This design comes from an exercise in tuning for small area and a short achievable clock period on the open sky130 flow, not from production work.
Only simulation tests tie the RTL to the original design; equivalence was not proved.
Power is estimated from default activity; no workload was simulated.

[design/flow/flow/run.sh]
#!/bin/bash
# Own layout flow: the standard synthesis, then the combinational logic
# between the registers is mapped again by ABC (the registers, their names
# and cell types stay as the standard synthesis made them), then the standard flow's
# standard layout steps from floorplan to finish, with timing repair aiming
# past zero slack and plain buffers on the ports.
set -euo pipefail
W=$(pwd)
R=$W/orfs/results/$FLOW_PLATFORM/calc_top/base
ABC_SCRIPT="+strash;dc2;b;dch,-f;map;topo;dnsize"
ABC_SCRIPT2="+strash;dch,-f;amap;topo;dnsize"
MARGIN=13
YOSYS=yosys
[[ -x $FLOW_HOME/../tools/install/yosys/bin/yosys ]] && YOSYS=$FLOW_HOME/../tools/install/yosys/bin/yosys

bash standard.sh synth > $W/std_synth.log 2>&1
cp $R/1_2_yosys.v $W/std_netlist.v

DONT_USE=$(make -s -C $FLOW_HOME DESIGN_CONFIG=$W/config.mk WORK_HOME=$W/orfs print-DONT_USE_CELLS | sed -n 's/^DONT_USE_CELLS: *//p' | tail -1)
LIB=$(make -s -C $FLOW_HOME DESIGN_CONFIG=$W/config.mk WORK_HOME=$W/orfs print-LIB_FILES | sed -n 's/^LIB_FILES: *//p' | tail -1)
export REMAP_IN=$W/std_netlist.v REMAP_OUT=$W/remap_netlist.v REMAP_LIB="$LIB" \
       REMAP_DONT_USE="$DONT_USE" REMAP_TOP=$FLOW_TOP REMAP_SCRIPT="$ABC_SCRIPT" \
       REMAP_SCRIPT2="$ABC_SCRIPT2"
$YOSYS -c $W/flow/remap.tcl > $W/remap.log 2>&1
cp $W/remap_netlist.v $R/1_2_yosys.v
rm -f $R/1_synth.odb $R/1_synth.sdc

bash standard.sh SETUP_SLACK_MARGIN=$MARGIN \
   BUFFER_PORTS_ARGS="-buffer_cell sky130_fd_sc_hd__buf_2" finish > $W/layout.log 2>&1
[design/flow/config.mk]
export PLATFORM = sky130hd
export DESIGN_NAME = calc_top
export DESIGN_NICKNAME = calc_top
export VERILOG_FILES = /design/flow/design.v
export SDC_FILE = /design/flow/constraint.sdc
export NUM_CORES = 4
export LEC_CHECK = 0
export CAP_MARGIN = 20
export CORE_MARGIN = 2
export CORE_UTILIZATION = 65
export CTS_BUF_LIST = sky130_fd_sc_hd__clkbuf_8
export CTS_CLUSTER_DIAMETER = 50
export CTS_CLUSTER_SIZE = 20
export PLACE_DENSITY = 0.8
export SLEW_MARGIN = 20
[design/flow/design.v]
module fa(
input a,input b,input ci, output s, output co
);
reg s_out,c_out;
always @(*)
begin
s_out=a^b^ci;
c_out=a&b|a&ci|b&ci;
end
assign s=s_out;
assign co=c_out;
endmodule
module add17bit_2sComp(
   input 		     [16:0]		A,
	input 		     [16:0]		B,
	input 		         		ci,
	output		     [16:0]		calculate_out
);
wire [16:0] s;
wire [16:0] co;
fa fa0(A[0],B[0],ci,s[0],co[0]);
fa fa1(A[1],B[1],co[0],s[1],co[1]);
fa fa2(A[2],B[2],co[1],s[2],co[2]);
fa fa3(A[3],B[3],co[2],s[3],co[3]);
fa fa4(A[4],B[4],co[3],s[4],co[4]);
fa fa5(A[5],B[5],co[4],s[5],co[5]);
fa fa6(A[6],B[6],co[5],s[6],co[6]);
fa fa7(A[7],B[7],co[6],s[7],co[7]);
fa fa8(A[8],B[8],co[7],s[8],co[8]);
fa fa9(A[9],B[9],co[8],s[9],co[9]);
fa fa10(A[10],B[10],co[9],s[10],co[10]);
fa fa11(A[11],B[11],co[10],s[11],co[11]);
fa fa12(A[12],B[12],co[11],s[12],co[12]);
fa fa13(A[13],B[13],co[12],s[13],co[13]);
fa fa14(A[14],B[14],co[13],s[14],co[14]);
fa fa15(A[15],B[15],co[14],s[15],co[15]);
fa fa16(A[16],B[16],co[15],s[16],co[16]);
assign calculate_out[16:0]=s;
endmodule 
module add20bit_2sComp(
   input 		     [19:0]		A,
	input 		     [19:0]		B,
	input 		         		ci,
	output		     [19:0]		calculate_out
);
wire [19:0] s;
wire [19:0] co;
fa fa0(A[0],B[0],ci,s[0],co[0]);
fa fa1(A[1],B[1],co[0],s[1],co[1]);
fa fa2(A[2],B[2],co[1],s[2],co[2]);
fa fa3(A[3],B[3],co[2],s[3],co[3]);
fa fa4(A[4],B[4],co[3],s[4],co[4]);
fa fa5(A[5],B[5],co[4],s[5],co[5]);
fa fa6(A[6],B[6],co[5],s[6],co[6]);
fa fa7(A[7],B[7],co[6],s[7],co[7]);
fa fa8(A[8],B[8],co[7],s[8],co[8]);
fa fa9(A[9],B[9],co[8],s[9],co[9]);
fa fa10(A[10],B[10],co[9],s[10],co[10]);
fa fa11(A[11],B[11],co[10],s[11],co[11]);
fa fa12(A[12],B[12],co[11],s[12],co[12]);
fa fa13(A[13],B[13],co[12],s[13],co[13]);
fa fa14(A[14],B[14],co[13],s[14],co[14]);
fa fa15(A[15],B[15],co[14],s[15],co[15]);
fa fa16(A[16],B[16],co[15],s[16],co[16]);
fa fa17(A[17],B[17],co[16],s[17],co[17]);
fa fa18(A[18],B[18],co[17],s[18],co[18]);
fa fa19(A[19],B[19],co[18],s[19],co[19]);
assign calculate_out[19:0]=s;
endmodule 
module bin2bcd
(
	input wire [9:0] bin,
	output wire [3:0] bcd2,bcd1,bcd0,
	output reg neg
);
reg [9:0] abs_bin, rem, ones;
reg [3:0] tens, honds;
always @ (*) begin
	if (bin[9] == 1'b1) 
		begin
		abs_bin = (~bin) + 10'b00_0000_0001;
		neg = 1'b1;
		end
	else 
		begin
		abs_bin = bin;
		neg = 1'b0;
		end
	if (abs_bin >= 10'd500)
		begin
		honds = 4'h5;
		rem = abs_bin - 10'd500; 
		end 
	else if (abs_bin >= 10'd400 && abs_bin < 10'd500)
	   begin
		honds = 4'h4;
		rem = abs_bin - 10'd400;
		end
	else if (abs_bin >= 10'd300 && abs_bin < 10'd400)
	   begin
		honds = 4'h3;
		rem = abs_bin - 10'd300;
		end
	else if (abs_bin >= 10'd200 && abs_bin < 10'd300)
	   begin
		honds = 4'h2;
		rem = abs_bin - 10'd200;
		end
	else if (abs_bin >= 10'd100 && abs_bin < 10'd200)
	   begin
		honds = 4'h1;
		rem = abs_bin - 10'd100;
		end
	else 
	   begin
		honds = 4'h0;
		rem = abs_bin;
		end
	if (rem >= 10'd090)
		begin
		tens = 4'h9;
		ones = rem - 10'd090;
		end
	else if (rem >= 10'd080 && rem < 10'd090)
		begin
		tens = 4'h8;
		ones = rem - 10'd080;
		end
	else if (rem >= 10'd070 && rem < 10'd080)
		begin
		tens = 4'h7;
		ones = rem - 10'd070;
		end
	else if (rem >= 10'd060 && rem < 10'd070)
		begin
		tens = 4'h6;
		ones = rem - 10'd060;
		end
	else if (rem >= 10'd050 && rem < 10'd060)
		begin
		tens = 4'h5;
		ones = rem - 10'd050;
		end
	else if (rem >= 10'd040 && rem < 10'd050)
		begin
		tens = 4'h4;
		ones = rem - 10'd040;
		end
	else if (rem >= 10'd030 && rem < 10'd040)
		begin
		tens = 4'h3;
		ones = rem - 10'd030;
		end
	else if (rem >= 10'd020 && rem < 10'd030)
		begin
		tens = 4'h2;
		ones = rem - 10'd020;
		end
	else if (rem >= 10'd010 && rem < 10'd020)
		begin
		tens = 4'h1;
		ones = rem - 10'd010;
		end
	else 
		begin
		tens = 4'h0;
		ones = rem;
		end
end
assign bcd0 = ones [3:0];
assign bcd1 = tens;
assign bcd2 = honds;
endmodule 
module edge_detection ( 
input clock, 
input input_signal, 
output reg rising_transition
);
reg n; 
wire rising_transition_c;
assign rising_transition_c = ~n & input_signal;
always @(posedge clock) begin 
n                 <= input_signal; 
rising_transition <= rising_transition_c; 
end
endmodule
module cal(
input clk,
input [1:0] KEY,
input [6:2] SW,
input [15:0] smooth_out,
output [1:0] LEDR,
output reg nothing,
output reg [9:0] BCD_in
);
reg enable1;
reg enable2;
reg state_c, state;
reg [15:0] operand1, operand2;
wire [16:0] num1, num2, num3, num4;
wire [16:0] calculate_out1, calculate_out2;
wire load, reset;
wire reset_edge, load_edge;
assign reset = ~KEY[0];
assign load = ~KEY[1];
edge_detection my_edge1(.clock(clk),.input_signal(reset),.rising_transition(reset_edge));
edge_detection my_edge2(.clock(clk),.input_signal(load),.rising_transition(load_edge));
reg [1:0] LED;
assign LEDR[1:0] = LED[1:0];
always @ (*) begin
state_c = state;
LED = 2'b01;
enable1 = 1'b0;
enable2 = 1'b0;
case (state)
1'b0:begin LED = 2'b01; if (load_edge == 1'b1) begin state_c = 1'b1; enable1 = 1'b1; end end
1'b1:begin LED = 2'b10; if (load_edge == 1'b1) begin state_c = 1'b0; enable2 = 1'b1; end end
endcase
if (reset_edge == 1'b1) begin
state_c = 1'b0;
LED = 2'b01;
end
end
always @ (posedge clk) begin
	state <= state_c;
	if (enable1 == 1'b1) begin
		operand1 <= smooth_out;
	end
	if (enable2 == 1'b1) begin
		operand2 <= smooth_out;
   end
end
parameter smooth = 5'b00_001;
parameter operand_1 = 5'b00_010;
parameter operand_2 = 5'b00_100;
parameter add = 5'b01_000;
parameter sub = 5'b10_000;
assign num1 = {operand1[15],operand1};
assign num2 = {operand2[15],operand2};
assign num3 = {operand1[15],operand1};
assign num4 = ~({operand2[15],operand2});
always @ (*) begin
	case (SW[6:2])
	smooth: begin
		BCD_in = smooth_out[9:0];
		nothing = 1'b0;
	end
	operand_1: begin
		BCD_in = operand1[9:0];
		nothing = 1'b0;
	end
	operand_2: begin
		BCD_in = operand2[9:0];
		nothing = 1'b0;
	end
	add: begin
		BCD_in = calculate_out1[9:0];
		nothing = 1'b0;
	end
	sub: begin
		BCD_in = calculate_out2[9:0];
		nothing = 1'b0;
	end
	default: begin
		BCD_in = 10'd0;
		nothing = 1'b1;
	end
	endcase
end
add17bit_2sComp my_add(.A(num1), .B(num2), .ci(1'b0), .calculate_out(calculate_out1));
add17bit_2sComp my_sub(.A(num3), .B(num4), .ci(1'b1), .calculate_out(calculate_out2));
endmodule 
module seg7(
	output		     [7:0]		HEX0,
	output		     [7:0]		HEX1,
	output		     [7:0]		HEX2,
	output		     [7:0]		HEX3,
	output		     [7:0]		HEX4,
	output		     [7:0]		HEX5,
	input                      clk,
	input                      rst,
	input                      nothing,
   input 		     [11:0]		display,
	input                      neg
);
  reg [31:0] out; 
  reg [12:0] count, count_c;  
always @(count or rst) begin
		count_c = count + 13'd1;
		if (count == 13'd4400) begin
		count_c = 13'd0;
		end
		if (rst == 1'b1) begin
		count_c = 13'd0;
		end
end
always @ (posedge clk) begin
	count <= count_c;
end
always @(*) begin
	 case (display [3:0])  
	 4'b0000: begin 
	 out [7:0] = 8'b11000000; 
	 end 
	 4'b0001: begin 
	 out [7:0] = 8'b11111001; 
	 end 
	 4'b0010: begin 
	 out [7:0] = 8'b10100100; 
	 end 
	 4'b0011: begin 
	 out [7:0] = 8'b10110000; 
	 end 
	 4'b0100: begin 
	 out [7:0] = 8'b10011001; 
	 end 
	 4'b0101: begin 
	 out [7:0]= 8'b10010010; 
	 end 
	 4'b0110: begin 
	 out [7:0]= 8'b10000010; 
	 end 
	 4'b0111: begin 
	 out [7:0]= 8'b11111000; 
	 end
	 4'b1000: begin 
	 out [7:0]= 8'b10000000; 
	 end 
	 4'b1001: begin 
	 out [7:0]= 8'b10010000; 
	 end 
	 4'b1010: begin 
	 out [7:0]= 8'b10001000; 
	 end 
	 4'b1011: begin 
	 out [7:0]= 8'b10000011; 
	 end
	 4'b1100: begin 
	 out [7:0]= 8'b11000110; 
	 end 
	 4'b1101: begin 
	 out [7:0]= 8'b10100001; 
	 end 
	 4'b1110: begin 
	 out [7:0]= 8'b10000110; 
	 end 
	 4'b1111: begin 
	 out [7:0]= 8'b10001110; 
	 end
	 default: begin 
	 out [7:0]= 8'b11111111; 
	 end 
	 endcase 
	 case (display [7:4])  
	 4'b0000: begin 
	 out [15:8]= 8'b11000000; 
	 end 
	 4'b0001: begin 
	 out [15:8]= 8'b11111001; 
	 end 
	 4'b0010: begin 
	 out [15:8]= 8'b10100100; 
	 end 
	 4'b0011: begin 
	 out [15:8]= 8'b10110000; 
	 end 
	 4'b0100: begin 
	 out [15:8]= 8'b10011001; 
	 end 
	 4'b0101: begin 
	 out [15:8]= 8'b10010010; 
	 end 
	 4'b0110: begin 
	 out [15:8]= 8'b10000010; 
	 end 
	 4'b0111: begin 
	 out [15:8]= 8'b11111000; 
	 end
	 4'b1000: begin 
	 out [15:8]= 8'b10000000; 
	 end 
	 4'b1001: begin 
	 out [15:8]= 8'b10010000; 
	 end 
	 4'b1010: begin 
	 out [15:8]= 8'b10001000; 
	 end 
	 4'b1011: begin 
	 out [15:8]= 8'b10000011; 
	 end
	 4'b1100: begin 
	 out [15:8]= 8'b11000110; 
	 end 
	 4'b1101: begin 
	 out [15:8]= 8'b10100001; 
	 end 
	 4'b1110: begin 
	 out [15:8]= 8'b10000110; 
	 end 
	 4'b1111: begin 
	 out [15:8]= 8'b10001110; 
	 end
	 default: begin 
	 out [15:8]= 8'b11111111; 
	 end 
	 endcase 
	 case (display [11:8])  
	 4'b0000: begin 
	 out [23:16]= 8'b11000000; 
	 end 
	 4'b0001: begin 
	 out [23:16]= 8'b11111001; 
	 end 
	 4'b0010: begin 
	 out [23:16]= 8'b10100100; 
	 end 
	 4'b0011: begin 
	 out [23:16]= 8'b10110000; 
	 end 
	 4'b0100: begin 
	 out [23:16]= 8'b10011001; 
	 end 
	 4'b0101: begin 
	 out [23:16]= 8'b10010010; 
	 end 
	 4'b0110: begin 
	 out [23:16]= 8'b10000010; 
	 end 
	 4'b0111: begin 
	 out [23:16]= 8'b11111000; 
	 end
	 4'b1000: begin 
	 out [23:16]= 8'b10000000; 
	 end 
	 4'b1001: begin 
	 out [23:16]= 8'b10010000; 
	 end 
	 4'b1010: begin 
	 out [23:16]= 8'b10001000; 
	 end 
	 4'b1011: begin 
	 out [23:16]= 8'b10000011; 
	 end
	 4'b1100: begin 
	 out [23:16]= 8'b11000110; 
	 end 
	 4'b1101: begin 
	 out [23:16]= 8'b10100001; 
	 end 
	 4'b1110: begin 
	 out [23:16]= 8'b10000110; 
	 end 
	 4'b1111: begin 
	 out [23:16]= 8'b10001110; 
	 end
	 default: begin 
	 out [23:16]= 8'b11111111; 
	 end 
	 endcase 
	 case (neg)
	 1'b1: begin
	 out [31:24]= 8'b10111111;
	 end
	 default: begin 
	 out [31:24]= 8'b11111111; 
	 end 
	 endcase
    if (nothing == 1'b1) begin 
	 if (count <= 13'd2200) begin
	 out [7:0] = 8'b1011_1111;
	 out[15:8] = 8'b1011_1111;
	 out[23:16] = 8'b1011_1111; 
	 out[31:24] = 8'b1011_1111;
	 end 
	 else begin
	 out [7:0] = 8'b1111_1111;
	 out[15:8] = 8'b1111_1111;
	 out[23:16] = 8'b1111_1111; 
	 out[31:24] = 8'b1111_1111;
	 end
	 end
 end 
assign HEX0[7:0]=out[7:0];
assign HEX1[7:0]=out[15:8];
assign HEX2[7:0]=out[23:16];
assign HEX3[7:0]=out[31:24];
assign HEX4[7:0]= 8'b11111111;
assign HEX5[7:0]= 8'b11111111;
endmodule
module smooth_filter(
input clk,
input reset,
input [15:0] in,
input [1:0] SW,
output [15:0] out
);
reg [6:0] count, count_c;
wire en;
always @(reset or count) begin
	if (reset == 1'b1) begin
		count_c = 7'd0;
	end
	else begin
		count_c = count + 7'd1;
	end
end
assign en = (count == 7'd99);
reg [15:0] r1, r2, r3, r4, r5, r6, r7, r8, r9, r10, r11, r12, r13, r14, r15, r16;
always @ (posedge clk) begin
	count <= count_c;
	if (en == 1'b1) begin
		r1 <= in;
		r2 <= r1;
		r3 <= r2;
		r4 <= r3;
		r5 <= r4;
		r6 <= r5;
		r7 <= r6;
		r8 <= r7;
		r9 <= r8;
		r10 <= r9;
		r11 <= r10;
		r12 <= r11;
		r13 <= r12;
		r14 <= r13;
		r15 <= r14;
		r16 <= r15;
	end
end
reg [19:0] sum;
wire [19:0] num1, num2, num3, num4, num5, num6, num7, num8;
wire [19:0] num9, num10, num11, num12, num13, num14, num15, num16;
wire ci=1'b0;
wire [19:0] calculate_out1, calculate_out2, calculate_out3, calculate_out4,
            calculate_out5, calculate_out6, calculate_out7, calculate_out8,
				calculate_out9, calculate_out10, calculate_out11, calculate_out12,
				calculate_out13, calculate_out14, calculate_out15;
assign num1 = {{4{r1[15]}},r1};
assign num2 = {{4{r2[15]}},r2};
assign num3 = {{4{r3[15]}},r3};
assign num4 = {{4{r4[15]}},r4};
assign num5 = {{4{r5[15]}},r5};
assign num6 = {{4{r6[15]}},r6};
assign num7 = {{4{r7[15]}},r7};
assign num8 = {{4{r8[15]}},r8};
assign num9 = {{4{r9[15]}},r9};
assign num10 = {{4{r10[15]}},r10};
assign num11 = {{4{r11[15]}},r11};
assign num12 = {{4{r12[15]}},r12};
assign num13 = {{4{r13[15]}},r13};
assign num14 = {{4{r14[15]}},r14};
assign num15 = {{4{r15[15]}},r15};
assign num16 = {{4{r16[15]}},r16};
always @(*) begin
	sum = num1;
	case (SW[1:0]) 
	2'b00:begin 
		sum = num1;
	end
	2'b01:begin
		sum = calculate_out1;
		sum = sum >> 1; 
	end
	2'b10:begin
		sum = calculate_out3;
		sum = sum >> 2;  
	end
	2'b11:begin
		sum = calculate_out15;
		sum = sum >> 4;  
	end
	endcase 
end
assign out = sum[15:0];
add20bit_2sComp my_adder1 (.A(num1),.B(num2),.ci(ci),.calculate_out(calculate_out1));
add20bit_2sComp my_adder2 (.A(calculate_out1),.B(num3),.ci(ci),.calculate_out(calculate_out2));
add20bit_2sComp my_adder3(.A(calculate_out2),.B(num4),.ci(ci),.calculate_out(calculate_out3));
add20bit_2sComp my_adder4(.A(calculate_out3),.B(num5),.ci(ci),.calculate_out(calculate_out4));
add20bit_2sComp my_adder5 (.A(calculate_out4),.B(num6),.ci(ci),.calculate_out(calculate_out5));
add20bit_2sComp my_adder6(.A(calculate_out5),.B(num7),.ci(ci),.calculate_out(calculate_out6));
add20bit_2sComp my_adder7(.A(calculate_out6),.B(num8),.ci(ci),.calculate_out(calculate_out7));
add20bit_2sComp my_adder8 (.A(calculate_out7),.B(num9),.ci(ci),.calculate_out(calculate_out8));
add20bit_2sComp my_adder9(.A(calculate_out8),.B(num10),.ci(ci),.calculate_out(calculate_out9));
add20bit_2sComp my_adder10(.A(calculate_out9),.B(num11),.ci(ci),.calculate_out(calculate_out10));
add20bit_2sComp my_adder11(.A(calculate_out10),.B(num12),.ci(ci),.calculate_out(calculate_out11));
add20bit_2sComp my_adder12(.A(calculate_out11),.B(num13),.ci(ci),.calculate_out(calculate_out12));
add20bit_2sComp my_adder13(.A(calculate_out12),.B(num14),.ci(ci),.calculate_out(calculate_out13));
add20bit_2sComp my_adder14(.A(calculate_out13),.B(num15),.ci(ci),.calculate_out(calculate_out14));
add20bit_2sComp my_adder15(.A(calculate_out14),.B(num16),.ci(ci),.calculate_out(calculate_out15));
endmodule 
module calc_top (
   input              clk,
   input              rst,
   input      [15:0]  data_x,
   input      [1:0]   KEY,
   input      [6:0]   SW,
   output     [7:0]   HEX0,
   output     [7:0]   HEX1,
   output     [7:0]   HEX2,
   output     [7:0]   HEX3,
   output     [7:0]   HEX4,
   output     [7:0]   HEX5,
   output     [1:0]   LEDR
   );
reg [6:0] cnt;
wire strobe = (cnt == 7'd46);
always @(posedge clk)
   cnt <= rst ? 7'd0 : {cnt[5:0], cnt[6] ^ cnt[5] ^ (cnt[5:0] == 6'd0)};
reg [13:0] n1;                  
reg [14*15-1:0] ring;           
reg [3:0]  q;                   
reg        pend;                
reg        acc;                 
reg [13:0] sa;                  
reg [11:0] sb;                  
reg [9:0]  f2, f4, f16;         
wire q_first = (q == 4'b0001);
wire q_last  = (q == 4'b1000);  
wire q_b     = (q == 4'b1110) | (q == 4'b1100) | q_last;    
wire ins = pend & q_first;
wire [13:0] tail = ring[14*15-1:14*14];
wire [13:0] sa_sum = sa + (strobe ? data_x[13:0] : acc ? tail : 14'd0);
wire [11:0] sb_sum = sb + (strobe ? data_x[11:0] : (acc & q_b) ? tail[11:0] : 12'd0);
always @(posedge clk) begin
   ring <= {ring[14*14-1:0], ins ? n1 : tail};
   if (!ins) q <= {q[2:0], q[3] ^ q[2] | q == 4'd0};
   pend <= strobe | (pend & ~ins);
   acc  <= ins | (acc & ~q_last);
   sa <= ins ? 14'd0 : sa_sum;
   sb <= ins ? 12'd0 : sb_sum;
   if (strobe) begin
      n1  <= data_x[13:0];
      f2  <= (data_x[10:0] + n1[10:0]) >> 1;
      f4  <= sb_sum[11:2];
      f16 <= sa_sum[13:4];
   end
end
reg [9:0] f;
always @(*) begin
   case (SW[1:0])
   2'b00: f = n1[9:0];
   2'b01: f = f2;
   2'b10: f = f4;
   default: f = f16;
   endcase
end
reg kn0, kn1, reset_edge, load_edge, state;
reg [9:0] op1, op2;
always @(posedge clk) begin
   kn0 <= ~KEY[0];
   kn1 <= ~KEY[1];
   reset_edge <= ~KEY[0] & ~kn0;
   load_edge  <= ~KEY[1] & ~kn1;
   if (reset_edge) state <= 1'b0;
   else if (load_edge) state <= ~state;
   if (load_edge & ~state) op1 <= f;
   if (load_edge &  state) op2 <= f;
end
assign LEDR = (reset_edge | ~state) ? 2'b01 : 2'b10;
wire [9:0] sum_v = op1 + op2;
wire [9:0] dif_v = op1 - op2;
wire [9:0] v = ({10{SW[2]}} & f)   | ({10{SW[3]}} & op1)   | ({10{SW[4]}} & op2) |
               ({10{SW[5]}} & sum_v) | ({10{SW[6]}} & dif_v);
wire nothing = (SW[6:2] != 5'b00001) & (SW[6:2] != 5'b00010) & (SW[6:2] != 5'b00100) &
               (SW[6:2] != 5'b01000) & (SW[6:2] != 5'b10000);
wire neg = v[9];
wire [4:0] hi = v[8:4] ^ {5{neg}};
reg [3:0] lo_o, hi_o, hi_t;
reg lo_t;
reg [2:0] hi_h;
always @(*) begin
   case ({neg, v[3:0]})
   5'd0: begin lo_o = 4'd0; lo_t = 1'b0; end
   5'd1: begin lo_o = 4'd1; lo_t = 1'b0; end
   5'd2: begin lo_o = 4'd2; lo_t = 1'b0; end
   5'd3: begin lo_o = 4'd3; lo_t = 1'b0; end
   5'd4: begin lo_o = 4'd4; lo_t = 1'b0; end
   5'd5: begin lo_o = 4'd5; lo_t = 1'b0; end
   5'd6: begin lo_o = 4'd6; lo_t = 1'b0; end
   5'd7: begin lo_o = 4'd7; lo_t = 1'b0; end
   5'd8: begin lo_o = 4'd8; lo_t = 1'b0; end
   5'd9: begin lo_o = 4'd9; lo_t = 1'b0; end
   5'd10: begin lo_o = 4'd0; lo_t = 1'b1; end
   5'd11: begin lo_o = 4'd1; lo_t = 1'b1; end
   5'd12: begin lo_o = 4'd2; lo_t = 1'b1; end
   5'd13: begin lo_o = 4'd3; lo_t = 1'b1; end
   5'd14: begin lo_o = 4'd4; lo_t = 1'b1; end
   5'd15: begin lo_o = 4'd5; lo_t = 1'b1; end
   5'd16: begin lo_o = 4'd6; lo_t = 1'b1; end
   5'd17: begin lo_o = 4'd5; lo_t = 1'b1; end
   5'd18: begin lo_o = 4'd4; lo_t = 1'b1; end
   5'd19: begin lo_o = 4'd3; lo_t = 1'b1; end
   5'd20: begin lo_o = 4'd2; lo_t = 1'b1; end
   5'd21: begin lo_o = 4'd1; lo_t = 1'b1; end
   5'd22: begin lo_o = 4'd0; lo_t = 1'b1; end
   5'd23: begin lo_o = 4'd9; lo_t = 1'b0; end
   5'd24: begin lo_o = 4'd8; lo_t = 1'b0; end
   5'd25: begin lo_o = 4'd7; lo_t = 1'b0; end
   5'd26: begin lo_o = 4'd6; lo_t = 1'b0; end
   5'd27: begin lo_o = 4'd5; lo_t = 1'b0; end
   5'd28: begin lo_o = 4'd4; lo_t = 1'b0; end
   5'd29: begin lo_o = 4'd3; lo_t = 1'b0; end
   5'd30: begin lo_o = 4'd2; lo_t = 1'b0; end
   5'd31: begin lo_o = 4'd1; lo_t = 1'b0; end
   default: begin lo_o = 4'd0; lo_t = 1'b0; end
   endcase
   case (hi)
   5'd0: begin hi_o = 4'd0; hi_t = 4'd0; hi_h = 3'd0; end
   5'd1: begin hi_o = 4'd6; hi_t = 4'd1; hi_h = 3'd0; end
   5'd2: begin hi_o = 4'd2; hi_t = 4'd3; hi_h = 3'd0; end
   5'd3: begin hi_o = 4'd8; hi_t = 4'd4; hi_h = 3'd0; end
   5'd4: begin hi_o = 4'd4; hi_t = 4'd6; hi_h = 3'd0; end
   5'd5: begin hi_o = 4'd0; hi_t = 4'd8; hi_h = 3'd0; end
   5'd6: begin hi_o = 4'd6; hi_t = 4'd9; hi_h = 3'd0; end
   5'd7: begin hi_o = 4'd2; hi_t = 4'd1; hi_h = 3'd1; end
   5'd8: begin hi_o = 4'd8; hi_t = 4'd2; hi_h = 3'd1; end
   5'd9: begin hi_o = 4'd4; hi_t = 4'd4; hi_h = 3'd1; end
   5'd10: begin hi_o = 4'd0; hi_t = 4'd6; hi_h = 3'd1; end
   5'd11: begin hi_o = 4'd6; hi_t = 4'd7; hi_h = 3'd1; end
   5'd12: begin hi_o = 4'd2; hi_t = 4'd9; hi_h = 3'd1; end
   5'd13: begin hi_o = 4'd8; hi_t = 4'd0; hi_h = 3'd2; end
   5'd14: begin hi_o = 4'd4; hi_t = 4'd2; hi_h = 3'd2; end
   5'd15: begin hi_o = 4'd0; hi_t = 4'd4; hi_h = 3'd2; end
   5'd16: begin hi_o = 4'd6; hi_t = 4'd5; hi_h = 3'd2; end
   5'd17: begin hi_o = 4'd2; hi_t = 4'd7; hi_h = 3'd2; end
   5'd18: begin hi_o = 4'd8; hi_t = 4'd8; hi_h = 3'd2; end
   5'd19: begin hi_o = 4'd4; hi_t = 4'd0; hi_h = 3'd3; end
   5'd20: begin hi_o = 4'd0; hi_t = 4'd2; hi_h = 3'd3; end
   5'd21: begin hi_o = 4'd6; hi_t = 4'd3; hi_h = 3'd3; end
   5'd22: begin hi_o = 4'd2; hi_t = 4'd5; hi_h = 3'd3; end
   5'd23: begin hi_o = 4'd8; hi_t = 4'd6; hi_h = 3'd3; end
   5'd24: begin hi_o = 4'd4; hi_t = 4'd8; hi_h = 3'd3; end
   5'd25: begin hi_o = 4'd0; hi_t = 4'd0; hi_h = 3'd4; end
   5'd26: begin hi_o = 4'd6; hi_t = 4'd1; hi_h = 3'd4; end
   5'd27: begin hi_o = 4'd2; hi_t = 4'd3; hi_h = 3'd4; end
   5'd28: begin hi_o = 4'd8; hi_t = 4'd4; hi_h = 3'd4; end
   5'd29: begin hi_o = 4'd4; hi_t = 4'd6; hi_h = 3'd4; end
   5'd30: begin hi_o = 4'd0; hi_t = 4'd8; hi_h = 3'd4; end
   5'd31: begin hi_o = 4'd6; hi_t = 4'd9; hi_h = 3'd4; end
   default: begin hi_o = 4'd0; hi_t = 4'd0; hi_h = 3'd0; end
   endcase
end
wire [4:0] os = hi_o + lo_o;
wire c1 = os >= 5'd10;
wire [3:0] o = c1 ? os - 5'd10 : os;
wire [4:0] ts = hi_t + lo_t + c1;
wire c2 = ts >= 5'd10;
wire [3:0] t = c2 ? ts - 5'd10 : ts;
wire [2:0] h = hi_h + c2;
function [6:0] seg;
   input [3:0] d;
   case (d)
   4'd0: seg = 7'h40;
   4'd1: seg = 7'h79;
   4'd2: seg = 7'h24;
   4'd3: seg = 7'h30;
   4'd4: seg = 7'h19;
   4'd5: seg = 7'h12;
   4'd6: seg = 7'h02;
   4'd7: seg = 7'h78;
   4'd8: seg = 7'h00;
   default: seg = 7'h10;
   endcase
endfunction
reg        dash;
reg [11:0] bk;
wire bk_end = dash ? (bk == 12'd2371) : (bk == 12'd3233);
always @(posedge clk) begin
   if (rst) dash <= 1'b1;
   else if (bk_end) dash <= ~dash;
   bk <= (rst | bk_end) ? 12'd0 : {bk[10:0], ~(bk[11] ^ bk[10] ^ bk[9] ^ bk[3])};
end
wire [6:0] blank = dash ? 7'h3f : 7'h7f;
assign HEX0 = {1'b1, nothing ? blank : seg(o)};
assign HEX1 = {1'b1, nothing ? blank : seg(t)};
assign HEX2 = {1'b1, nothing ? blank : seg({1'b0, h})};
assign HEX3 = {1'b1, nothing ? blank : (neg ? 7'h3f : 7'h7f)};
assign HEX4 = 8'hff;
assign HEX5 = 8'hff;
endmodule
[design/flow/flow/remap.tcl]
# Map the standard synthesis's combinational logic again.  The cone that
# drives the outputs (the critical paths, from SW to HEX) is mapped for
# delay, the rest for area.  Registers are kept as black boxes, so their
# instances, names and cell types are untouched.
yosys -import
set lib [lindex $::env(REMAP_LIB) 0]
read_liberty -ignore_miss_func -ignore_miss_dir $lib
read_verilog $::env(REMAP_IN)
hierarchy -top $::env(REMAP_TOP)
setattr -mod -set blackbox 1 sky130_fd_sc_hd__*df*
flatten
opt_clean -purge
set du {}
foreach c $::env(REMAP_DONT_USE) { lappend du -dont_use $c }
select -set oc o:HEX* o:LEDR* %u %ci*:-sky130_fd_sc_hd__dfxtp_1:-sky130_fd_sc_hd__edfxtp_1
abc -liberty $lib {*}$du -script $::env(REMAP_SCRIPT) @oc
select -clear
abc -liberty $lib {*}$du -script $::env(REMAP_SCRIPT2)
opt_clean -purge
hilomap -singleton -hicell sky130_fd_sc_hd__conb_1 HI -locell sky130_fd_sc_hd__conb_1 LO
setundef -zero
splitnets
opt_clean -purge
insbuf -buf sky130_fd_sc_hd__buf_4 A X
read_liberty -lib -ignore_miss_func -ignore_miss_dir $lib
hierarchy -top $::env(REMAP_TOP)
tee -o remap_stat.txt stat -liberty $lib
check -assert
write_verilog -noattr -nohex -nodec $::env(REMAP_OUT)
[design/flow/standard.sh]
#!/bin/bash
# synth_recipe.tcl (not shown) runs the flow's synth.tcl, then flattens the netlist and writes it again
# the make line also repeats each setting of config.mk as NAME=value (left out here)
make -C /OpenROAD-flow-scripts/flow DESIGN_CONFIG=/design/flow/config.mk WORK_HOME=/design/flow/orfs CLKGATE_MAP_FILE= SYNTH_SCRIPT=/design/flow/synth_recipe.tcl "${@:-finish}"
[design/flow/constraint.sdc]
create_clock -name core_clock -period 28.0 [get_ports {clk}]
set_input_delay 5.6000 -clock core_clock [delete_from_list [all_inputs] [get_ports {clk}]]
set_output_delay 5.6000 -clock core_clock [all_outputs]
set_load 0.01 [all_outputs]
==> results of run 1 <==
-- worst paths after layout --
path / startpoint / endpoint / slack (ns) / cells after the start
worst min-delay path: ring[40]$_DFF_P_ / ring[54]$_DFF_P_ / 0.32 / 0
worst min register to register: ring[40]$_DFF_P_ / ring[54]$_DFF_P_ / 0.32 / 0
worst max register to register: cnt[0]$_SDFF_PP0_ / sb[11]$_SDFF_PP0_ / 21.98 / 28
worst max-delay path: SW[1] / HEX2[0] / 13.12 / 22
-- registers in the layout, indices dropped and copies added, names as in the netlist, 7 cells and up --
| name | cells |
|---|---|
| bk | 12 |
| cnt | 7 |
| f16 | 10 |
| f2 | 10 |
| f4 | 10 |
| n1 | 14 |
| op1 | 10 |
| op2 | 10 |
| ring | 210 |
| sa | 14 |
| sb | 12 |
-- where the power goes --
part	total (W)	switching [W]	internal (W)	leakage, nW
clock network	0.000259	0.000161	0.0000972	0.292
logic	0.000158	0.000102	0.0000560	2.10
registers	0.000491	0.00000216	0.000489	2.75
total	0.000908	0.000266	0.000642	5.15
-- layer usage --
layer	track usage	share of wire	wire [um]	vias to the layer above
met5	0	0	0	-
met2	0.400	0.47	11400	278
met1	0.332	0.43	10500	4119
met3	0.0328	0.060	1450	73
met4	0.0925	0.032	773	0
li1	-	-	-	4436
-- worst reg2reg max path: cells and delay by family (launching register included) --
family	cells	cell delay (ns)
flops	1	0.32
buf+inv	6	1.84
simple gates	10	1.44
compound gates	12	2.33
-- through the flow --
| step | hold slack, ns | worst slack (ns) | cells | total power, W |
|---|---|---|---|---|
| after CTS | 0.313 | 13.01 | 1565 | 0.000897 |
| after detailed placement | 0.312 | 11.41 | 1512 | 0.000635 |
| after global placement | 0.310 | 11.56 | 1512 | 0.000632 |
| final | 0.319 | 13.12 | 1575 | 0.000908 |
| after global routing | 0.319 | 12.96 | 1575 | 0.000947 |
| after floorplan | 0.310 | 13.21 | 1257 | 0.000604 |
-- final cells by class --
| cell class | instances | area [um2] |
|---|---|---|
| multi-input cells | 779 | 4260 |
| well taps | 229 | 287 |
| flip-flops and latches | 331 | 7310 |
| clock inverters | 19 | 169 |
| diodes | 1 | 2.50 |
| fillers | 1284 | 4620 |
| clock buffers | 26 | 358 |
| inverters | 122 | 483 |
| repair buffers | 68 | 412 |
-- timing repair --
item | in CTS | in global routing
setup endpoints to repair | 21 | 19
gates resized for setup | 42 | 37
cloned | 0 | 0
pin swaps | 7 | 16
setup buffers | 8 | 9
==> impl_results.md, run 1 <==
* Core Box Area at 0.0179 mm2
* Gr usage total at 0.243
* Worst EP required at 22.40 ns
* Drt drc at 0
* Post-synthesis cell count at 1232
* Post-DP Area at 0.0123 mm2
* CTS Root Cell: clkbuf_8
* Total number of vias at about 9000
* CTS Hold Bufs at 0
* DR vias/cell at 5.65
* Setup violators final at 0
* Largest net degree at the start of global routing at 50
* Port bufs at 48
* TritonCTS clock tree: done
* Most frequent cells in the layout: dfxtp_1, nand2_1, nor2_1
* Achievable Freq at 67.2 MHz
* Die Ht at 139 um
* Layout Utilization at 0.742
* First-pass DRT Iterations at 7
* Cell mode on critical path: nand3_2
* Clock buffer depth at 3
* Cells along the critical path: buf_6, inv_8, a21oi_1, a22oi_2, nand2_1, o221ai_1, a31oi_1, nand2_2, nand4_1, a22oi_2, nand4_1, nand3_2, o21bai_2, o211ai_1, nand3_2, nand2_4, nand3_2, nand3_2, nand2_1, o21ai_2, o2bb2ai_1, buf_2
* Min cycle time layout at 14.88 ns
* Count of maximum capacitance violations at 0
* YS warnings at 1
* Most common cell after layout, fill and taps aside: dfxtp_1
* Final Instance Area at 0.0133 mm2
* Critical path class: in2out
* Largest delay share family, worst path: compound AO/OA/AOI/OAI gates
* Clock Latency Late Sink at 0.60 ns
* First-pass GRT wire length at around 39000 um
* Slowest CP cell: o211ai_1
* Peak VDD IR at 0.0606 mV
* Max-slew violations at 0
* Crit path DAT at ~9.3 ns
* Per-cell routed wire length at 15.3 um
* Reg clk slew, reported paths at approximately 0.11 ns
* Maximum fanout along the worst path at 13
* Final Hold Vio Count at 0
* Row count at 49
* HPWL Detailed at 16200 um
* Count of H-tree levels built during CTS at 1
* Vias in the first global route at 8346
* Area Overhead vs Synth at 12.2%
* Cell Area, Synth at around 0.012 mm2
* Lkg Pwr at 5.15 nW
* CP peak stage delay at 0.34 ns
* Setup TNS at 0 ns
* Layout cell share with drive strength beyond 1 at 0.124
* Detailed Route Iter0 Violations at 746
* TritonCTS buffer count at 25
* Routed Antenna Nets at 0
* Die area at around 0.019 mm2
* RSZ-0062 raised after global routing: yes
* Initial Util at 0.661
* Worst Skew at 0.0424 ns
* Pwr dens at 68.4 mW/mm2
* Hold/Removal Path Class: reg2reg
* Mapped Avg Cell Area at 9.61 um2
* Slew HR at 0.366
* Nets at around 1400
* CTS Sinks at 331
* Drt total wl at 24100 um
* Io pins at between 70 and 80
* Global route overflow at 0
* Status: no timing/DRC/antenna violations
* Buf/Inv on CP at 3
* Gpl congestion at between 0.9 and 1
* Worst-Margin Slew at approximately 0.95 ns
* CP endpoint kind: output pin
* Initial antenna violation count at 1
* Fin crit share at 0.531
* Die X at approximately 140 um
* Crit path launch type: input port
==> run 2: changes to the inputs <==
--- a/design/flow/flow/run.sh
+++ b/design/flow/flow/run.sh
@@ -9,7 +9,7 @@
 R=$W/orfs/results/$FLOW_PLATFORM/calc_top/base
 ABC_SCRIPT="+strash;dc2;b;dch,-f;map;topo;dnsize"
 ABC_SCRIPT2="+strash;dch,-f;amap;topo;dnsize"
-MARGIN=13
+MARGIN=13.5
 YOSYS=yosys
 [[ -x $FLOW_HOME/../tools/install/yosys/bin/yosys ]] && YOSYS=$FLOW_HOME/../tools/install/yosys/bin/yosys
 
==> run 2 against run 1 <==
Still clean. Flip-flop and latch count unchanged. Register-to-register slack improved by 0.20 ns. Sequential share of layout area decreased by 3.6 points. Clock-buffer cell count increased by 2. Clock skew decreased by 0.017 ns. Global-route usage increased by 2.0 points. Core utilization increased by 5.1 points. Critical path type unchanged. Critical endpoint is now HEX1[0]. Largest power group unchanged. Highest routed layer unchanged.
==> impl_results.md, run 2 <==
* First-pass GRT wire length at around 42000 um
* Worst Skew at 0.0252 ns
* Fill cell count at 1099
* Crit path launch type: input port
* Worst-Margin Slew at ~1.1 ns
* Setup violators final at 0
* Clock Latency Late Sink at 0.59 ns
* Most frequent cells in the layout: dfxtp_1, nand2_1, nor2_1
* DR vias/cell at 6.00
* N_diodes at 0
* Critical path class: in2out
* CTS Sinks at 331
* Min cycle time layout at 15.00 ns
* TritonCTS buffer count at 27
* Setup TNS at 0 ns
* Top reg by flops: ring
* Row count at approximately 50
* Max-slew violations at 0
* Peak VDD IR at 0.0800 mV
* Die Ht at approximately 140 um
* Crit path DAT at roughly 9.4 ns
* RSZ-0062 raised after global routing: yes
* Post-synthesis cell count at 1232
* Gpl congestion at 0.938
* Worst EP required at 22.40 ns
* Slew HR at 0.232
* Maximum fanout along the worst path at 13
* Area Overhead vs Synth at 20.0%
* Largest net degree at the start of global routing at 50
* Cell Area, Synth at 0.0118 mm2
* Drt drc at 0
* Achievable Freq at 66.7 MHz
* Port bufs at 48
* HPWL Detailed at 16600 um
* Status: no timing/DRC/antenna violations
* Routed Antenna Nets at 0
* Mapped Avg Cell Area at 9.61 um2
* Nets at 1402
* Final Hold Vio Count at 0
* Global route overflow at 0
* First-pass DRT Iterations at 8
* Fin crit share at 0.536
* Gr usage total at 0.264
* Power, Total at 0.00100 W
* Drt total wl at 28400 um
* Vias in the first global route at 9008
* Lkg Pwr at 5.53 nW
* Initial Util at 0.661
* Io pins at 77
* Reg clk slew, reported paths at approximately 0.11 ns
* Count of maximum capacitance violations at 0
* CTS Root Cell: clkbuf_8
* Layout cell share with drive strength beyond 1 at 0.200
* Largest registers: ring x210, n1 x14, sa x14
* Register-to-register setup slack at roughly 22 ns
* Initial antenna violation count at 0
* Max reg flops at 210
* Hold/Removal Path Class: reg2reg
* Most common cell after layout, fill and taps aside: dfxtp_1
* Core Box Area at 0.0179 mm2
* Detailed Route Iter0 Violations at 1019
* CTS Hold Bufs at 0
* Count of H-tree levels built during CTS at 1
* Pwr dens at 70.5 mW/mm2
* Die X at around 140 um
* CP endpoint kind: output pin
* Clock buffer depth at 3
* YS warnings at 1
* Total number of vias at 9750
* Die area at 0.0193 mm2
* Per-cell routed wire length at between 15 and 20 um
* TritonCTS clock tree: done
==> run 2: cell types whose count changed in the layout (fill, tap and decap cells not counted), moves of 7 or more <==
cell,change
a21oi_1,-8
buf_4,+36
buf_6,+8
nand2_1,-21
nand2_2,+16
nand3_1,-9
nor2_1,-7
==> run 2: routing by layer <==
layer  part of all wire  vias up  routed length [um]  GRT usage
li1                   -     4543                   -          -
met1               0.40     4531               11300      0.342
met2               0.48      504               13500      0.452
met3              0.069      172                1960     0.0335
met4              0.055        0                1550      0.105
met5                  0        -                   0          0
==> run 2: power breakdown <==
group	internal, W	switching (W)	leakage (nW)	total (W)
clock	0.000107	0.000173	0.329	0.000280
sequential	0.000489	0.00000227	2.75	0.000491
combinational	0.0000885	0.000142	2.45	0.000230
==> run 2: path summary, 6_finish.rpt <==
kind                                         from                 to  cells after the start
worst max register to register  cnt[0]$_SDFF_PP0_  sb[11]$_SDFF_PP0_                     28
worst min-delay path             ring[40]$_DFF_P_   ring[54]$_DFF_P_                      0
worst min register to register   ring[40]$_DFF_P_   ring[54]$_DFF_P_                      0
worst max-delay path                        SW[1]            HEX1[0]                     22
==> run 2: worst max-delay path, cell delays in order <==
cell	delay, ns
buf_16	0.13
clkinv_4	0.08
a21oi_1	0.16
a22oi_2	0.07
buf_4	0.16
a21oi_4	0.22
nand3_4	0.23
nand2_1	0.26
nand4_1	0.30
nand3_1	0.20
nand3_2	0.13
a21boi_2	0.29
o211ai_1	0.17
buf_4	0.23
nand3_4	0.12
buf_4	0.13
nand4_1	0.14
buf_4	0.18
nand2_1	0.07
nand2_1	0.11
a31o_2	0.28
buf_6	0.12
==> run 2: what timing repair did <==
item,CTS,global route
gates resized for setup,114,75
buffers inserted,44,15
pin swaps,47,41
gates cloned,3,0
setup endpoints to repair,21,21
==> run 2: final cells by class <==
class	instances	area [um2]	share of cell area
clock buffer	28	385	0.0271
clock inverter	22	214	0.0151
inverter	122	495	0.0349
multi-input combinational	779	4660	0.328
sequential	331	7310	0.515
tap	229	287	0.0202
timing repair buffer	112	835	0.0588
timing repair inverter	2	17.5	0.00123
==> run 2: through the flow <==
step	area (um2)	hold WS (ns)	setup WS [ns]	util	cells
floorplan	11900	0.310	13.55	-	1257
global placement	12300	0.310	11.95	0.688	1513
detailed placement	12300	0.312	11.91	0.688	1513
CTS	13800	0.309	13.46	0.770	1610
global route	14200	0.306	12.81	0.793	1625
finish	14200	0.308	13.00	0.793	1625
==> run 3: changes to the inputs <==
--- a/design/flow/flow/run.sh
+++ b/design/flow/flow/run.sh
@@ -9,7 +9,7 @@
 R=$W/orfs/results/$FLOW_PLATFORM/calc_top/base
 ABC_SCRIPT="+strash;dc2;b;dch,-f;map;topo;dnsize"
 ABC_SCRIPT2="+strash;dch,-f;amap;topo;dnsize"
-MARGIN=13.5
+MARGIN=13
 YOSYS=yosys
 [[ -x $FLOW_HOME/../tools/install/yosys/bin/yosys ]] && YOSYS=$FLOW_HOME/../tools/install/yosys/bin/yosys
 
--- a/design/flow/config.mk
+++ b/design/flow/config.mk
@@ -9,7 +9,7 @@
 export CORE_MARGIN = 2
 export CORE_UTILIZATION = 65
 export CTS_BUF_LIST = sky130_fd_sc_hd__clkbuf_8
-export CTS_CLUSTER_DIAMETER = 50
-export CTS_CLUSTER_SIZE = 20
+export CTS_CLUSTER_DIAMETER = 40
+export CTS_CLUSTER_SIZE = 16
 export PLACE_DENSITY = 0.8
 export SLEW_MARGIN = 20
==> run 3 against run 2 <==
Sequential power about the same. Clock-buffer cell count up 4. Worst setup slack better by 0.17 ns. Die area unchanged. Via count down 8.7%. Clock skew down 0.010 ns. First-iteration DRC count down 25%. Worst hold slack better by 0.0059 ns.
==> impl_results.md, run 3 <==
* Count of maximum capacitance violations at 0
* HPWL Detailed at around 16000 um
* Most common cell after layout, fill and taps aside: dfxtp_1
* Fill cell count at 1279
* CTS Root Cell: clkbuf_8
* Layout cell share with drive strength beyond 1 at 0.134
* Row count at 49
* Per-cell routed wire length at 15.1 um
* Crit path to: HEX2[2]
* TritonCTS buffer count at 31
* Die X at 139 um
* Drt total wl at 24000 um
* Fin crit share at 0.530
* Register-to-register setup slack at 21.91 ns
* Pwr dens at 69.2 mW/mm2
* Reg clk slew, reported paths at 0.09 ns
* Io pins at 77
* CTS Sinks at about 330
* Routed Antenna Nets at 0
* Cell Count, Final, Fillers Out at 1589
* Worst setup startpoint: SW[1]
* Status: no timing/DRC/antenna violations
* RSZ-0062 raised after global routing: no
* First-pass GRT wire length at 38600 um
* Core Box Area at 0.0179 mm2
* CP peak stage delay at 0.30 ns
* FF-to-FF Start: cnt[0]$_SDFF_PP0_
* Final Hold Vio Count at 0
* Cell Area, Synth at 0.0118 mm2
* Worst r2r path cells at 28
* Die Ht at 139 um
* Worst-Margin Slew at a little over 1 ns
* YS warnings at 1
* Crit path launch type: input port
* Maximum fanout along the worst path at 13
* WHS at 0.314 ns
* Area Overhead vs Synth at 13.0%
* Most frequent cells in the layout: dfxtp_1, nand2_1, nor2_1
* Slew HR at 0.316
* Die area at 0.0193 mm2
* Nets at roughly 1400
* Clock Latency Late Sink at about 0.57 ns
* CTS Hold Bufs at 0
* Detailed Route Iter0 Violations at 762
* Largest net degree at the start of global routing at 50
* TritonCTS clock tree: done
* Setup violators final at 0
* Drt drc at 0
* Peak VDD IR at 0.0640 mV
* First-pass DRT Iterations at 5
* Worst EP required at 22.40 ns
* Slowest CP cell: a221oi_2
* Min cycle time layout at 14.83 ns
* Critical path class: in2out
* Max-slew violations at 0
* Achievable Freq at roughly 67 MHz
* Crit path DAT at between 9 and 10 ns
* CP endpoint kind: output pin
* DR vias/cell at 5.60
* Vias in the first global route at 8408
* Initial antenna violation count at 1
* Max reg flops at 210
* Top reg by flops: ring
* Mapped Avg Cell Area at 9.61 um2
* Placed cell count at 1512
* Post-synthesis cell count at 1232
* Initial Util at 0.661
* Total number of vias at 8900
* Clock buffer depth at 3
* Cells along the critical path: buf_4, a21oi_1, a22oi_2, a221oi_2, o211ai_1, buf_4, buf_4, buf_4, nor2_1, o22ai_1, nand4_1, a21boi_2, o211ai_1, buf_4, nand3_2, nand2_2, a31oi_4, a31oi_4, buf_4, nand3_1, nand2_1, buf_2
* Multi-input logic area at between 0.004 and 0.005 mm2
* Setup TNS at 0 ns
* Gr usage total at 0.240
* Register area at approximately 0.0073 mm2
* Crit Reg-Reg Endpoint: sb[11]$_SDFF_PP0_
* Cell mode on critical path: buf_4
* Port bufs at 48
* Count of H-tree levels built during CTS at 1
* Worst Skew at 0.0149 ns
* Gpl congestion at 0.946
* Largest registers: ring x210, n1 x14, sa x14
* Global route overflow at 0
* Hold/Removal Path Class: reg2reg
* Lkg Pwr at 5.18 nW
[run 3: final cells by class]
type	count	share of cell area
Sequential cell	331	0.546
Antenna cell	1	0.000187
Clock inverter	23	0.0134
Timing Repair Buffer	72	0.0321
Tap cell	229	0.0214
Inverter	122	0.0357
Multi-Input combinational cell	779	0.318
Clock buffer	32	0.0329
[run 3: what timing repair did]
action	CTS	global route
endpoints found under the setup margin	21	19
pin swaps	6	13
setup buffers	8	13
gates resized for setup	39	34
[run 3: per-stage QoR]
stage                     total power [W]  worst slack (ns)  area [um2]  utilization
after floorplan                  0.000604             13.21       11900            -
after CTS                        0.000917             13.00       13100        0.734
final                            0.000926             13.17       13400        0.747
after global routing             0.000967             12.92       13400        0.747
after global placement           0.000632             11.56       12300        0.687
after detailed placement         0.000635             11.41       12300        0.687
[run 3: worst min-delay path by stage]
stage / startpoint / end / slack (ns) / cells after the start
after floorplan: ring[86]$_DFF_P_ / ring[100]$_DFF_P_ / 0.31 / 0
after global placement: ring[55]$_DFF_P_ / ring[69]$_DFF_P_ / 0.31 / 0
after detailed placement: ring[136]$_DFF_P_ / ring[150]$_DFF_P_ / 0.31 / 0
after CTS: ring[136]$_DFF_P_ / ring[150]$_DFF_P_ / 0.31 / 0
after global routing: ring[136]$_DFF_P_ / ring[150]$_DFF_P_ / 0.30 / 0
final: ring[109]$_DFF_P_ / ring[123]$_DFF_P_ / 0.31 / 0
[run 3: per-layer routing]
| metal | part of all wire | GRT usage |
|---|---|---|
| met1 | 0.44 | 0.323 |
| met2 | 0.48 | 0.398 |
| met3 | 0.058 | 0.0369 |
| met4 | 0.028 | 0.0904 |
| met5 | 0 | 0 |
[run 3: critical path, delay by kind of cell]
kind / cells / cell delay, ns
buf+inv: 7 / 1.14
simple gates: 6 / 0.65
compound gates: 9 / 1.81
[run 3: power by group]
part / total [W] / internal (W) / switching [W]
Sequential: 0.000491 / 0.000489 / 0.00000214
Combinational: 0.000158 / 0.0000564 / 0.000101
Clock: 0.000277 / 0.000114 / 0.000163
Total: 0.000926 / 0.000660 / 0.000267
==> run 4: changes to the inputs <==
--- a/design/flow/design.v
+++ b/design/flow/design.v
@@ -666,43 +666,43 @@
 wire neg = v[9];
 wire [4:0] hi = v[8:4] ^ {5{neg}};
 reg [3:0] lo_o, hi_o, hi_t;
-reg lo_t;
+reg [0:0] lo_t;
 reg [2:0] hi_h;
 always @(*) begin
    case ({neg, v[3:0]})
-   5'd0: begin lo_o = 4'd0; lo_t = 1'b0; end
-   5'd1: begin lo_o = 4'd1; lo_t = 1'b0; end
-   5'd2: begin lo_o = 4'd2; lo_t = 1'b0; end
-   5'd3: begin lo_o = 4'd3; lo_t = 1'b0; end
-   5'd4: begin lo_o = 4'd4; lo_t = 1'b0; end
-   5'd5: begin lo_o = 4'd5; lo_t = 1'b0; end
-   5'd6: begin lo_o = 4'd6; lo_t = 1'b0; end
-   5'd7: begin lo_o = 4'd7; lo_t = 1'b0; end
-   5'd8: begin lo_o = 4'd8; lo_t = 1'b0; end
-   5'd9: begin lo_o = 4'd9; lo_t = 1'b0; end
-   5'd10: begin lo_o = 4'd0; lo_t = 1'b1; end
-   5'd11: begin lo_o = 4'd1; lo_t = 1'b1; end
-   5'd12: begin lo_o = 4'd2; lo_t = 1'b1; end
-   5'd13: begin lo_o = 4'd3; lo_t = 1'b1; end
-   5'd14: begin lo_o = 4'd4; lo_t = 1'b1; end
-   5'd15: begin lo_o = 4'd5; lo_t = 1'b1; end
-   5'd16: begin lo_o = 4'd6; lo_t = 1'b1; end
-   5'd17: begin lo_o = 4'd5; lo_t = 1'b1; end
-   5'd18: begin lo_o = 4'd4; lo_t = 1'b1; end
-   5'd19: begin lo_o = 4'd3; lo_t = 1'b1; end
-   5'd20: begin lo_o = 4'd2; lo_t = 1'b1; end
-   5'd21: begin lo_o = 4'd1; lo_t = 1'b1; end
-   5'd22: begin lo_o = 4'd0; lo_t = 1'b1; end
-   5'd23: begin lo_o = 4'd9; lo_t = 1'b0; end
-   5'd24: begin lo_o = 4'd8; lo_t = 1'b0; end
-   5'd25: begin lo_o = 4'd7; lo_t = 1'b0; end
-   5'd26: begin lo_o = 4'd6; lo_t = 1'b0; end
-   5'd27: begin lo_o = 4'd5; lo_t = 1'b0; end
-   5'd28: begin lo_o = 4'd4; lo_t = 1'b0; end
-   5'd29: begin lo_o = 4'd3; lo_t = 1'b0; end
-   5'd30: begin lo_o = 4'd2; lo_t = 1'b0; end
-   5'd31: begin lo_o = 4'd1; lo_t = 1'b0; end
-   default: begin lo_o = 4'd0; lo_t = 1'b0; end
+   5'd0: begin lo_o = 4'd0; lo_t = 1'd0; end
+   5'd1: begin lo_o = 4'd1; lo_t = 1'd0; end
+   5'd2: begin lo_o = 4'd2; lo_t = 1'd0; end
+   5'd3: begin lo_o = 4'd3; lo_t = 1'd0; end
+   5'd4: begin lo_o = 4'd4; lo_t = 1'd0; end
+   5'd5: begin lo_o = 4'd5; lo_t = 1'd0; end
+   5'd6: begin lo_o = 4'd6; lo_t = 1'd0; end
+   5'd7: begin lo_o = 4'd7; lo_t = 1'd0; end
+   5'd8: begin lo_o = 4'd8; lo_t = 1'd0; end
+   5'd9: begin lo_o = 4'd9; lo_t = 1'd0; end
+   5'd10: begin lo_o = 4'd0; lo_t = 1'd1; end
+   5'd11: begin lo_o = 4'd1; lo_t = 1'd1; end
+   5'd12: begin lo_o = 4'd2; lo_t = 1'd1; end
+   5'd13: begin lo_o = 4'd3; lo_t = 1'd1; end
+   5'd14: begin lo_o = 4'd4; lo_t = 1'd1; end
+   5'd15: begin lo_o = 4'd5; lo_t = 1'd1; end
+   5'd16: begin lo_o = 4'd6; lo_t = 1'd1; end
+   5'd17: begin lo_o = 4'd5; lo_t = 1'd1; end
+   5'd18: begin lo_o = 4'd4; lo_t = 1'd1; end
+   5'd19: begin lo_o = 4'd3; lo_t = 1'd1; end
+   5'd20: begin lo_o = 4'd2; lo_t = 1'd1; end
+   5'd21: begin lo_o = 4'd1; lo_t = 1'd1; end
+   5'd22: begin lo_o = 4'd0; lo_t = 1'd1; end
+   5'd23: begin lo_o = 4'd9; lo_t = 1'd0; end
+   5'd24: begin lo_o = 4'd8; lo_t = 1'd0; end
+   5'd25: begin lo_o = 4'd7; lo_t = 1'd0; end
+   5'd26: begin lo_o = 4'd6; lo_t = 1'd0; end
+   5'd27: begin lo_o = 4'd5; lo_t = 1'd0; end
+   5'd28: begin lo_o = 4'd4; lo_t = 1'd0; end
+   5'd29: begin lo_o = 4'd3; lo_t = 1'd0; end
+   5'd30: begin lo_o = 4'd2; lo_t = 1'd0; end
+   5'd31: begin lo_o = 4'd1; lo_t = 1'd0; end
+   default: begin lo_o = 4'd0; lo_t = 1'd0; end
    endcase
    case (hi)
    5'd0: begin hi_o = 4'd0; hi_t = 4'd0; hi_h = 3'd0; end
--- a/design/flow/flow/run.sh
+++ b/design/flow/flow/run.sh
@@ -7,7 +7,7 @@
 set -euo pipefail
 W=$(pwd)
 R=$W/orfs/results/$FLOW_PLATFORM/calc_top/base
-ABC_SCRIPT="+strash;dc2;b;dch,-f;map;topo;dnsize"
+ABC_SCRIPT="+strash;dc2;b;dch,-f;map,-a;topo;dnsize"
 ABC_SCRIPT2="+strash;dch,-f;amap;topo;dnsize"
 MARGIN=13
 YOSYS=yosys
==> run 4 against run 3 <==
Still clean. Die area fell by 3.2%. Core utilization rose by 7.3 points. Synthesized cell count is 3.4% lower. Critical endpoint is now HEX2[3]. Largest power group unchanged.
==> impl_results.md, run 4 <==
* Worst Skew at 0.0318 ns
* Largest net degree at the start of global routing at 50
* Core Box Area at approximately 0.017 mm2
* Mapped Avg Cell Area at 9.62 um2
* Achievable Freq at approximately 64 MHz
* Port bufs at 48
* DR vias/cell at 5.65
* N_diodes at 0
* Top reg by flops: ring
* First-pass DRT Iterations at 5
* Layout cell share with drive strength beyond 1 at 0.242
* Cell mode on critical path: nor2_4
* Row count at 48
* Pwr dens at approximately 74 mW/mm2
* Die area at 0.0187 mm2
* Peak VDD IR at 0.0638 mV
* Gr usage total at 0.263
* Lkg Pwr at 5.56 nW
* Per-cell routed wire length at 16.7 um
* Global route overflow at 0
* Critical path class: in2out
* HPWL Detailed at 15000 um
* Maximum fanout along the worst path at 7
* Count of H-tree levels built during CTS at 2
* Crit path DAT at 10.01 ns
* Worst EP required at 22.40 ns
* Detailed Route Iter0 Violations at about 840
* CTS Root Cell: clkbuf_8
* Vias in the first global route at 8310
* YS warnings at 1
* Most common cell after layout, fill and taps aside: dfxtp_1
* TritonCTS clock tree: done
* Worst-Margin Slew at 1.13 ns
* Slew HR at 0.244
* Cell Area, Synth at 0.0114 mm2
* Cell Count, Final, Fillers Out at 1614
* Crit path launch type: input port
* First-pass GRT wire length at 38900 um
* Clock Latency Late Sink at between 0.5 and 0.6 ns
* Routed Antenna Nets at 0
* Met3 GRT Util at 0.0456
* Post-DP Area at 0.0121 mm2
* Max-slew violations at 0
* Setup ws final at 12.39 ns
* GR Util met2 at 0.448
* Met1 Use GR at 0.339
* TritonCTS buffer count at 34
* Final Instance Area at 0.0141 mm2
* Count of maximum capacitance violations at 0
* Initial antenna violation count at 0
* Slowest CP cell: or3_4
* Die X at 137 um
* Drt total wl at approximately 27000 um
* Final Hold Vio Count at 0
* Dpl ws at ~12 ns
* Setup TNS at 0 ns
* Setup violators final at 0
* CP peak stage delay at 0.36 ns
* CP endpoint kind: output pin
* Initial Util at 0.664
* Io pins at 77
* Post-synthesis cell count at 1190
* Drt drc at 0
* RSZ-0062 raised after global routing: yes
* Clock buffer depth at 3
* Total number of vias at 9121
* Fin crit share at 0.558
* Reg clk slew, reported paths at roughly 0.09 ns
* Die Ht at 137 um
* Largest registers: ring x210, n1 x14, sa x14
* Min cycle time layout at 15.61 ns
* Most frequent cells in the layout: dfxtp_1, nor2_1, clkinv_1
* Max reg flops at 210
* Nets at 1391
* Status: no timing/DRC/antenna violations
* Area Overhead vs Synth at 23.5%
* Placed cell count at 1466
* CTS Sinks at ~330
* Busiest layer in global routing: met2
* Gpl congestion at 0.874
* Fill cell count at 967
* Hold/Removal Path Class: reg2reg
==> run 4: worst paths after layout <==
check / start / end / slack [ns] / cells after the start
min reg2reg: ring[58]$_DFF_P_ / ring[72]$_DFF_P_ / 0.33 / 0
min: ring[58]$_DFF_P_ / ring[72]$_DFF_P_ / 0.33 / 0
max: SW[0] / HEX2[3] / 12.39 / 35
max reg2reg: cnt[0]$_SDFF_PP0_ / sb[11]$_SDFF_PP0_ / 22.53 / 29
==> run 4: where the power goes <==
group	switching, W	internal [W]
Clock	0.000164	0.000144
Sequential	0.00000211	0.000489
Combinational	0.000142	0.000103
Total	0.000308	0.000735
==> run 4: per-stage QoR <==
stage | utilization | power [W] | hold WS [ns]
after CTS | 0.790 | 0.000980 | 0.323
after global placement | 0.701 | 0.000620 | 0.310
final | 0.820 | 0.00104 | 0.327
after detailed placement | 0.701 | 0.000622 | 0.312
after global routing | 0.820 | 0.00108 | 0.335
after floorplan | - | 0.000596 | 0.310
==> run 4: worst max-delay path, delay by kind of cell <==
kind	cells	cell delay [ns]
AOI/OAI and AO/OA	8	1.38
buffers and inverters	13	1.44
and+or+nand+nor	14	1.59
==> run 4: final cells by class <==
cell class	count	area, um2	share of cell area
timing repair inverter	1	16.3	0.00115
tap	225	282	0.0199
multi-input combinational	720	4200	0.297
inverter	138	606	0.0429
sequential	331	7310	0.517
clock inverter	25	196	0.0139
clock buffer	36	495	0.0351
timing repair buffer	138	1030	0.0728
==> run 4: what timing repair did <==
| item | 4_1_cts | 5_1_grt |
|---|---|---|
| pin swaps | 31 | 34 |
| resized for setup | 97 | 83 |
| hold buffers | 0 | 0 |
| cloned | 2 | 0 |
| endpoints found under the setup margin | 21 | 21 |
| setup buffers | 60 | 25 |
==> run 4: routing by layer <==
metal / wire [um] / part of all wire
met3: 1930 / 0.071
met4: 1110 / 0.041
met1: 10900 / 0.40
met5: 0 / 0
met2: 13000 / 0.48
==> run 5: changes to the inputs <==
--- a/design/flow/flow/run.sh
+++ b/design/flow/flow/run.sh
@@ -7,7 +7,7 @@
 set -euo pipefail
 W=$(pwd)
 R=$W/orfs/results/$FLOW_PLATFORM/calc_top/base
-ABC_SCRIPT="+strash;dc2;b;dch,-f;map,-a;topo;dnsize"
+ABC_SCRIPT="+strash;dc2;b;dch,-f;map;topo;upsize;dnsize"
 ABC_SCRIPT2="+strash;dch,-f;amap;topo;dnsize"
 MARGIN=13
 YOSYS=yosys
==> run 5 against run 4 <==
Final cell count fell by 1.6%. Area after synthesis increased by 5.2%. Global-route usage fell by 1.4 points.
==> impl_results.md, run 5 <==
* Worst r2r path cells at 27
* Critical path class: in2out
* CP endpoint kind: output pin
* Per-cell routed wire length at 15.7 um
* Crit path DAT at 9.17 ns
* Max reg flops at 210
* Die X at around 140 um
* CTS Root Cell: clkbuf_8
* Drt total wl at 24900 um
* Clock Latency Late Sink at 0.54 ns
* Vias in the first global route at roughly 8600
* DR vias/cell at ~5.7
* Min-Delay Startpoint: ring[101]$_DFF_P_
* Most common cell after layout, fill and taps aside: dfxtp_1
* Slowest CP cell: a221o_1
* Global route overflow at 0
* Post-synthesis cell count at 1232
* Most frequent cells in the layout: dfxtp_1, nand2_1, nor2_1
* Final Hold Vio Count at 0
* Largest net degree at the start of global routing at 50
* Gr usage total at 0.249
* Cells along the critical path: buf_6, inv_6, nand2_1, a22oi_2, a221o_1, nor2_4, clkinv_2, nand4_1, buf_4, nand4_1, buf_4, a21oi_1, nor2_1, o311a_1, a21oi_2, o22ai_2, buf_4, a41oi_1, o21a_1, a31o_1, buf_2
* Maximum fanout along the worst path at 19
* Dpl ws at 12.72 ns
* Status: no timing/DRC/antenna violations
* Cell mode on critical path: buf_4
* Layout cell share with drive strength beyond 1 at 0.149
* Max-slew violations at 0
* Worst Skew at 0.0593 ns
* Clock buffer depth at 3
* TritonCTS buffer count at 34
* Count of H-tree levels built during CTS at 2
* Detailed Route Iter0 Violations at between 600 and 700
* Drt drc at 0
* First-pass GRT wire length at 39800 um
* Fill cell count at 1227
* Nets at about 1400
* Largest registers: ring x210, n1 x14, sa x14
* Setup violators final at 0
* Hold EP: ring[115]$_DFF_P_
* RSZ-0062 raised after global routing: no
* Initial Util at 0.666
* FF-to-FF Start: cnt[0]$_SDFF_PP0_
* Mapped Avg Cell Area at 9.78 um2
* Power, Total at 0.000988 W
* First-pass DRT Iterations at 18
* Pwr dens at around 72 mW/mm2
* Top reg by flops: ring
* Worst EP required at 22.40 ns
* Io pins at 77
* Peak VDD IR at 0.0610 mV
* Setup TNS at 0 ns
* Row count at 49
* Hold/Removal Path Class: reg2reg
* Min cycle time layout at 14.77 ns
* Largest delay share family, worst path: compound AO/OA/AOI/OAI gates
* Fin crit share at 0.528
* Slew HR at 0.262
* Initial antenna violation count at 0
* CTS Hold Bufs at 0
* Reg clk slew, reported paths at approximately 0.09 ns
* YS warnings at 1
* Crit path launch type: input port
* Setup ws final at between 10 and 15 ns
* Die Ht at 140 um
* Achievable Freq at a little under 70 MHz
* Total number of vias at 9071
* HPWL Detailed at 16800 um
* Routed Antenna Nets at 0
* Buf/Inv on CP at 7
* Count of maximum capacitance violations at 0
* CTS Sinks at 331
* Worst-Margin Slew at around 1.1 ns
* Core Box Area at 0.0181 mm2
* Die area at 0.0196 mm2
* Crit Reg-Reg Endpoint: sb[11]$_SDFF_PP0_
* Register-to-register setup slack at 22.44 ns
* N_diodes at 0
* TritonCTS clock tree: done
* Port bufs at 48
* Cell Area, Synth at 0.0120 mm2
* CP peak stage delay at around 0.38 ns
* Hold path cells at 0
* Gpl congestion at approximately 0.9
* Lkg Pwr at about 5.3 nW
* Area Overhead vs Synth at 13.3%
-- run 5: worst max-delay path by stage --
stage	from	to	slack, ns	depth (start not counted)
floorplan	SW[1]	HEX2[5]	13.94	18
global placement	SW[0]	HEX2[0]	12.71	19
detailed placement	SW[0]	HEX2[0]	12.72	19
CTS	SW[1]	HEX2[0]	13.00	22
global route	SW[0]	HEX2[3]	12.98	21
finish	SW[0]	HEX1[0]	13.23	21
-- run 5: layout make-up --
type / count / area, um2 / share of cell area
Clock buffer: 36 / 495 / 0.0363
Tap cell: 229 / 287 / 0.0210
Clock inverter: 22 / 285 / 0.0209
Inverter: 122 / 470 / 0.0345
Multi-Input combinational cell: 779 / 4400 / 0.322
Timing Repair Buffer: 69 / 410 / 0.0301
Sequential cell: 331 / 7310 / 0.535
-- run 5: worst register-to-register path, cell delays in order (launching register included) --
cell	delay (ns)
dfxtp_1	0.31
clkinv_1	0.06
nand2_1	0.08
nor4_2	0.28
buf_4	0.56
clkinv_1	0.55
buf_4	0.34
nor2b_1	0.18
a31o_1	0.16
o21a_1	0.17
and3_1	0.18
or2_0	0.19
nor2_1	0.06
nor2_1	0.16
a21oi_1	0.12
nor2_1	0.16
a21oi_1	0.08
o21ai_0	0.33
clkinv_1	0.10
o21ai_0	0.31
a21oi_1	0.17
o22ai_1	0.26
a21oi_1	0.15
clkinv_1	0.07
o22ai_1	0.08
nor2_1	0.13
a21oi_1	0.06
nor2b_1	0.14
-- run 5: per-stage QoR --
| step | hold slack [ns] | area (um2) | std cells | utilization |
|---|---|---|---|---|
| 2_1_floorplan | 0.310 | 12100 | 1257 | - |
| 3_3_place_gp | 0.310 | 12500 | 1513 | 0.692 |
| 3_5_place_dp | 0.312 | 12500 | 1513 | 0.692 |
| 4_1_cts | 0.286 | 13400 | 1574 | 0.739 |
| 5_1_grt | 0.284 | 13700 | 1588 | 0.755 |
| 6_report | 0.289 | 13700 | 1588 | 0.755 |
-- run 5: where the power goes --
part           internal, W  leakage (nW)  switching [W]
logic            0.0000556          2.16       0.000103
registers         0.000489          2.75     0.00000233
clock network     0.000172         0.407       0.000166
total             0.000717          5.32       0.000272
-- run 5: what timing repair did --
action / CTS / global route
setup buffers: 3 / 14
resized for setup: 13 / 40
pin swaps: 3 / 14
setup endpoints to repair: 19 / 21
-- run 5: metal layers --
metal | part of all wire | up-vias | global-route usage
met5 | 0 | - | 0
met4 | 0.023 | 0 | 0.0904
met3 | 0.057 | 64 | 0.0403
met2 | 0.49 | 296 | 0.425
met1 | 0.43 | 4255 | 0.324
li1 | - | 4456 | -
